Source: an optimization exercise on an open RTL-to-GDS flow (aim: small area and a short achievable clock period). Production flows keep margins and buffers that such runs may drop.
Function was checked by simulation only, so behaviour that the tests miss may differ from the original.
Power and IR drop assume default switching activity.

==> flow/design.v <==
module ALU
  (input [31:0] ALUA,
    input [31:0] ALUB,
    input [3:0] ALUControl,
    input ALUFlagIn,
    input Clk,
    output reg [31:0] ALUResult,
    output reg [3:0] ALUFlags);
  wire [31:0] A = ALUA, B = ALUB;
  wire [3:0] op = ALUControl;
  wire f = ALUFlagIn;
  wire arith = (op[3:2] == 2'b00);
  wire o_add = (op == 4'h0);
  wire o_sub = (op == 4'h1);
  wire o_inc = (op == 4'h2);
  wire o_dec = (op == 4'h3);
  wire o_and = (op == 4'h4);
  wire o_or  = (op == 4'h5);
  wire o_not = (op == 4'h6);
  wire o_xor = (op == 4'h7);
  wire o_shr = (op == 4'h8);
  wire o_shl = (op == 4'h9);
  wire nt_f = o_not & f, nt_nf = o_not & ~f;
  wire u00 = o_sub | o_dec | o_not;
  wire u01 = o_add | o_dec | o_or | o_xor | nt_nf;
  wire u10 = o_add | o_inc | o_or | o_xor | nt_f;
  wire u11 = o_sub | o_inc | o_and | o_or;
  wire v00 = o_inc | o_dec | o_not;
  wire v01 = o_add | o_sub | o_inc | o_dec | o_or | o_xor | nt_nf;
  wire v10 = o_add | o_sub | o_or | o_xor | nt_f;
  wire v11 = o_and | o_or;
  wire wb1 = o_add | o_dec;
  wire wb0 = o_sub | o_dec;
  wire [31:0] U, W;
  assign U[0] = A[0] ? (B[0] ? v11 : v10) : (B[0] ? v01 : v00);
  assign W[0] = (A[0] & (o_add ? B[0] : (o_sub | o_inc | o_dec))) | (o_sub & ~B[0]);
  genvar q;
  generate
    for (q = 1; q < 32; q = q + 1) begin : lut
      assign U[q] = A[q] ? (B[q] ? u11 : u10) : (B[q] ? u01 : u00);
      assign W[q] = A[q] & (B[q] ? wb1 : wb0);
    end
  endgenerate
  wire cin = f & arith;
  wire [31:0] p = U ^ {W[30:0], 1'b0};
  wire [31:0] t = U | {W[30:0], 1'b0};
  wire [31:0] g = {U[31:1] & W[30:0], U[0] & cin};
  wire g_0_1 = g[1] | (p[1] & g[0]);
  wire p_0_1 = p[1] & p[0];
  wire g_0_3 = g[3] | (p[3] & g[2]);
  wire p_0_3 = p[3] & p[2];
  wire g_0_5 = g[5] | (p[5] & g[4]);
  wire p_0_5 = p[5] & p[4];
  wire g_0_7 = g[7] | (p[7] & g[6]);
  wire p_0_7 = p[7] & p[6];
  wire g_0_9 = g[9] | (p[9] & g[8]);
  wire p_0_9 = p[9] & p[8];
  wire g_0_11 = g[11] | (p[11] & g[10]);
  wire p_0_11 = p[11] & p[10];
  wire g_0_13 = g[13] | (p[13] & g[12]);
  wire p_0_13 = p[13] & p[12];
  wire g_0_15 = g[15] | (p[15] & g[14]);
  wire p_0_15 = p[15] & p[14];
  wire g_0_17 = g[17] | (p[17] & g[16]);
  wire p_0_17 = p[17] & p[16];
  wire g_0_19 = g[19] | (p[19] & g[18]);
  wire p_0_19 = p[19] & p[18];
  wire g_0_21 = g[21] | (p[21] & g[20]);
  wire p_0_21 = p[21] & p[20];
  wire g_0_23 = g[23] | (p[23] & g[22]);
  wire p_0_23 = p[23] & p[22];
  wire g_0_25 = g[25] | (p[25] & g[24]);
  wire p_0_25 = p[25] & p[24];
  wire g_0_27 = g[27] | (p[27] & g[26]);
  wire p_0_27 = p[27] & p[26];
  wire g_0_29 = g[29] | (p[29] & g[28]);
  wire p_0_29 = p[29] & p[28];
  wire g_0_31 = g[31] | (p[31] & g[30]);
  wire p_0_31 = p[31] & p[30];
  wire g_1_3 = g_0_3 | (p_0_3 & g_0_1);
  wire p_1_3 = p_0_3 & p_0_1;
  wire g_1_7 = g_0_7 | (p_0_7 & g_0_5);
  wire p_1_7 = p_0_7 & p_0_5;
  wire g_1_11 = g_0_11 | (p_0_11 & g_0_9);
  wire p_1_11 = p_0_11 & p_0_9;
  wire g_1_15 = g_0_15 | (p_0_15 & g_0_13);
  wire p_1_15 = p_0_15 & p_0_13;
  wire g_1_19 = g_0_19 | (p_0_19 & g_0_17);
  wire p_1_19 = p_0_19 & p_0_17;
  wire g_1_23 = g_0_23 | (p_0_23 & g_0_21);
  wire p_1_23 = p_0_23 & p_0_21;
  wire g_1_27 = g_0_27 | (p_0_27 & g_0_25);
  wire p_1_27 = p_0_27 & p_0_25;
  wire g_1_31 = g_0_31 | (p_0_31 & g_0_29);
  wire p_1_31 = p_0_31 & p_0_29;
  wire g_2_7 = g_1_7 | (p_1_7 & g_1_3);
  wire p_2_7 = p_1_7 & p_1_3;
  wire g_2_15 = g_1_15 | (p_1_15 & g_1_11);
  wire p_2_15 = p_1_15 & p_1_11;
  wire g_2_23 = g_1_23 | (p_1_23 & g_1_19);
  wire p_2_23 = p_1_23 & p_1_19;
  wire g_2_31 = g_1_31 | (p_1_31 & g_1_27);
  wire p_2_31 = p_1_31 & p_1_27;
  wire g_3_15 = g_2_15 | (p_2_15 & g_2_7);
  wire p_3_15 = p_2_15 & p_2_7;
  wire g_3_31 = g_2_31 | (p_2_31 & g_2_23);
  wire p_3_31 = p_2_31 & p_2_23;
  wire g_4_31 = g_3_31 | (p_3_31 & g_3_15);
  wire p_4_31 = p_3_31 & p_3_15;
  wire g_6_23 = g_2_23 | (p_2_23 & g_3_15);
  wire p_6_23 = p_2_23 & p_3_15;
  wire g_7_11 = g_1_11 | (p_1_11 & g_2_7);
  wire p_7_11 = p_1_11 & p_2_7;
  wire g_7_19 = g_1_19 | (p_1_19 & g_3_15);
  wire p_7_19 = p_1_19 & p_3_15;
  wire g_7_27 = g_1_27 | (p_1_27 & g_6_23);
  wire p_7_27 = p_1_27 & p_6_23;
  wire g_8_5 = g_0_5 | (p_0_5 & g_1_3);
  wire p_8_5 = p_0_5 & p_1_3;
  wire g_8_9 = g_0_9 | (p_0_9 & g_2_7);
  wire p_8_9 = p_0_9 & p_2_7;
  wire g_8_13 = g_0_13 | (p_0_13 & g_7_11);
  wire p_8_13 = p_0_13 & p_7_11;
  wire g_8_17 = g_0_17 | (p_0_17 & g_3_15);
  wire p_8_17 = p_0_17 & p_3_15;
  wire g_8_21 = g_0_21 | (p_0_21 & g_7_19);
  wire p_8_21 = p_0_21 & p_7_19;
  wire g_8_25 = g_0_25 | (p_0_25 & g_6_23);
  wire p_8_25 = p_0_25 & p_6_23;
  wire g_8_29 = g_0_29 | (p_0_29 & g_7_27);
  wire p_8_29 = p_0_29 & p_7_27;
  wire g_9_2 = g[2] | (p[2] & g_0_1);
  wire p_9_2 = p[2] & p_0_1;
  wire g_9_4 = g[4] | (p[4] & g_1_3);
  wire p_9_4 = p[4] & p_1_3;
  wire g_9_6 = g[6] | (p[6] & g_8_5);
  wire p_9_6 = p[6] & p_8_5;
  wire g_9_8 = g[8] | (p[8] & g_2_7);
  wire p_9_8 = p[8] & p_2_7;
  wire g_9_10 = g[10] | (p[10] & g_8_9);
  wire p_9_10 = p[10] & p_8_9;
  wire g_9_12 = g[12] | (p[12] & g_7_11);
  wire p_9_12 = p[12] & p_7_11;
  wire g_9_14 = g[14] | (p[14] & g_8_13);
  wire p_9_14 = p[14] & p_8_13;
  wire g_9_16 = g[16] | (p[16] & g_3_15);
  wire p_9_16 = p[16] & p_3_15;
  wire g_9_18 = g[18] | (p[18] & g_8_17);
  wire p_9_18 = p[18] & p_8_17;
  wire g_9_20 = g[20] | (p[20] & g_7_19);
  wire p_9_20 = p[20] & p_7_19;
  wire g_9_22 = g[22] | (p[22] & g_8_21);
  wire p_9_22 = p[22] & p_8_21;
  wire g_9_24 = g[24] | (p[24] & g_6_23);
  wire p_9_24 = p[24] & p_6_23;
  wire g_9_26 = g[26] | (p[26] & g_8_25);
  wire p_9_26 = p[26] & p_8_25;
  wire g_9_28 = g[28] | (p[28] & g_7_27);
  wire p_9_28 = p[28] & p_7_27;
  wire g_9_30 = g[30] | (p[30] & g_8_29);
  wire p_9_30 = p[30] & p_8_29;
  wire [32:0] c;
  assign c[0] = cin;
  assign c[1] = g[0];
  assign c[2] = g_0_1;
  assign c[3] = g_9_2;
  assign c[4] = g_1_3;
  assign c[5] = g_9_4;
  assign c[6] = g_8_5;
  assign c[7] = g_9_6;
  assign c[8] = g_2_7;
  assign c[9] = g_9_8;
  assign c[10] = g_8_9;
  assign c[11] = g_9_10;
  assign c[12] = g_7_11;
  assign c[13] = g_9_12;
  assign c[14] = g_8_13;
  assign c[15] = g_9_14;
  assign c[16] = g_3_15;
  assign c[17] = g_9_16;
  assign c[18] = g_8_17;
  assign c[19] = g_9_18;
  assign c[20] = g_7_19;
  assign c[21] = g_9_20;
  assign c[22] = g_8_21;
  assign c[23] = g_9_22;
  assign c[24] = g_6_23;
  assign c[25] = g_9_24;
  assign c[26] = g_8_25;
  assign c[27] = g_9_26;
  assign c[28] = g_7_27;
  assign c[29] = g_9_28;
  assign c[30] = g_8_29;
  assign c[31] = g_9_30;
  assign c[32] = g_4_31;
  wire [31:0] sum = p ^ c[31:0];
  wire v32 = c[32] ^ W[31];      
  wire zsum = ~(p[0] ^ cin) & (&(~(p[31:1] ^ t[30:0])));
  function [31:0] rev(input [31:0] x);
    integer k;
    for (k = 0; k < 32; k = k + 1) rev[k] = x[31-k];
  endfunction
  wire big = |B[31:5];
  wire [4:0] n = B[4:0];
  wire [31:0] X = op[0] ? rev(A) : A;
  wire [31:0] s0 = n[0] ? {f, X[31:1]} : X;
  wire [31:0] s1 = n[1] ? {{2{f}}, s0[31:2]} : s0;
  wire [31:0] s2 = n[2] ? {{4{f}}, s1[31:4]} : s1;
  wire [31:0] s3 = n[3] ? {{8{f}}, s2[31:8]} : s2;
  wire [31:0] s4 = n[4] ? {{16{f}}, s3[31:16]} : s3;
  wire fb = f & (op[0] | ((n == 5'd0) & (B[31:6] == 26'd0)));
  wire sflag = ~big & A[~n];
  wire shop = o_shr | o_shl;
  wire esr = o_shr & ~big;
  wire esl = o_shl & ~big;
  wire ef = shop & big & fb;
  wire [31:0] R = sum | ({32{esr}} & s4) | ({32{esl}} & rev(s4)) | {32{ef}};
  wire zsh = big ? ~fb : ~|s4;
  wire bz = ~big & (n == 5'd0);
  wire [3:0] F;
  assign F[3] = (o_sub & (v32 ^ bz)) | (o_dec & v32);
  assign F[2] = ((o_add | o_inc) & v32) | (shop & sflag);
  assign F[1] = shop ? zsh : (zsum & ~op[3]);
  assign F[0] = (o_sub & ~bz & (~v32 | (f & zsum))) | (o_dec & (f ? zsum : ~v32));    
  always @(posedge Clk) begin
    ALUResult <= R;
    ALUFlags <= F;
  end
endmodule
Settings: LEC_CHECK=0, ABC_AREA=1, CAP_MARGIN=20, CORE_MARGIN=2, CORE_UTILIZATION=65, SETUP_SLACK_MARGIN=5, SLEW_MARGIN=20; clock period 11.5 ns.
standard.sh (not shown) runs the stock make flow with config.mk's settings and CLKGATE_MAP_FILE= SYNTH_SCRIPT=/design/flow/synth_recipe.tcl, a recipe that flattens the netlist after the stock synthesis.
==> flow/flow/run.sh <==
#!/bin/bash
# The standard layout (standard.sh) with these make settings on top of config.mk:
#  - ADDER_MAP_FILE empty: no Yosys full/half adder extraction, so ABC maps the whole datapath;
#  - port buffers are buf_1 cells instead of the resizer's default pick;
set -euo pipefail
bash standard.sh ADDER_MAP_FILE= "BUFFER_PORTS_ARGS=-buffer_cell sky130_fd_sc_hd__buf_1" SETUP_SLACK_MARGIN=6 finish > flow_make.log 2>&1
Next try:
--- a/flow/design.v
+++ b/flow/design.v
@@ -217,10 +217,11 @@
   wire [31:0] R = sum | ({32{esr}} & s4) | ({32{esl}} & rev(s4)) | {32{ef}};
   wire zsh = big ? ~fb : ~|s4;
-  wire bz = ~big & (n == 5'd0);
+  wire bz = ~|B;
+  wire az = ~|A;
   wire [3:0] F;
   assign F[3] = (o_sub & (v32 ^ bz)) | (o_dec & v32);
   assign F[2] = ((o_add | o_inc) & v32) | (shop & sflag);
   assign F[1] = shop ? zsh : (zsum & ~op[3]);
-  assign F[0] = (o_sub & ~bz & (~v32 | (f & zsum))) | (o_dec & (f ? zsum : ~v32));    
+  assign F[0] = (o_sub & ~bz & (~v32 | (f & zsum))) | (o_dec & az);
   always @(posedge Clk) begin
     ALUResult <= R;
After rerunning: Combinational power hardly moves; power goes up by 7.7%; routed wire length goes up by 2.9%; cell count goes up by 1.7%; synthesized cell count goes up by 2.0%; die area goes up by 2.2%; via count goes up by 2.5%; utilization barely changes; cell area goes up by 1.2%; clock power goes up by 49%; fmax goes up by 0.55%.

---

// ALU: RTL as listed in full above, without the edits since
clock: 11.5 ns
lec_check: 0
abc_area: 1
cap_margin: 20
core_margin: 2
core_utilization: 65
cts_buf_list: sky130_fd_sc_hd__clkbuf_8
setup_slack_margin: 5
slew_margin: 20
Scripts as last shown in full above: flow/flow/run.sh
Change:
--- a/flow/design.v
+++ b/flow/design.v
@@ -217,10 +217,11 @@
   wire [31:0] R = sum | ({32{esr}} & s4) | ({32{esl}} & rev(s4)) | {32{ef}};
   wire zsh = big ? ~fb : ~|s4;
-  wire bz = ~big & (n == 5'd0);
+  wire bz = ~|B;
+  wire az = ~|A;
   wire [3:0] F;
   assign F[3] = (o_sub & (v32 ^ bz)) | (o_dec & v32);
   assign F[2] = ((o_add | o_inc) & v32) | (shop & sflag);
   assign F[1] = shop ? zsh : (zsum & ~op[3]);
-  assign F[0] = (o_sub & ~bz & (~v32 | (f & zsum))) | (o_dec & (f ? zsum : ~v32));    
+  assign F[0] = (o_sub & ~bz & (~v32 | (f & zsum))) | (o_dec & az);
   always @(posedge Clk) begin
     ALUResult <= R;
What happened:
- hold slack loses 86 ps
- synthesized cell count rises by 2.0%
- via count increases by 1.6%
- cell area rises by 0.49%
- flip-flop and latch count is unchanged
- clock-buffer cell count is lower by 1
- power rises by 1.3%
- combinational power stays flat

==> re-timing with driven ports <==
The flow's constraints put no driver on any port. The routed layouts listed below were extracted and timed again, unchanged, in two steps. Step 1: set_driving_cell puts a clkbuf_16 on Clk and a buf_2 on each other input, an assumption about the parent block. Step 2 adds t to the input delays and takes it off the output delays; t is the mean of the earliest and latest rising clock arrival at the registers after step 1. Input paths then give back, and output paths get back, about the clock's delay inside the block. a / b / c = ideal ports / drivers / drivers and shift; a / b = the first two.
run | shift t [ns] | setup WS [ns] | hold slack, ns | worst register clock-pin slew, ns | pins driven straight from the clock port
the first run of note 1 | 0.325 | 6.116 / 6.066 / 5.742 | 2.511 / 2.502 / 2.703 | 0.08 / 0.08 | 1
the second run of note 1 | 0.321 | 6.146 / 6.161 / 5.841 | 2.460 / 2.447 / 2.698 | 0.07 / 0.07 | 1
the first run of note 2 | 0.325 | 6.116 / 6.066 / 5.742 | 2.511 / 2.502 / 2.703 | 0.08 / 0.08 | 1
the second run of note 2 | 0.340 | 6.091 / 6.101 / 5.761 | 2.426 / 2.416 / 2.700 | 0.10 / 0.10 | 1
After both steps setup and hold are still met in every run listed.
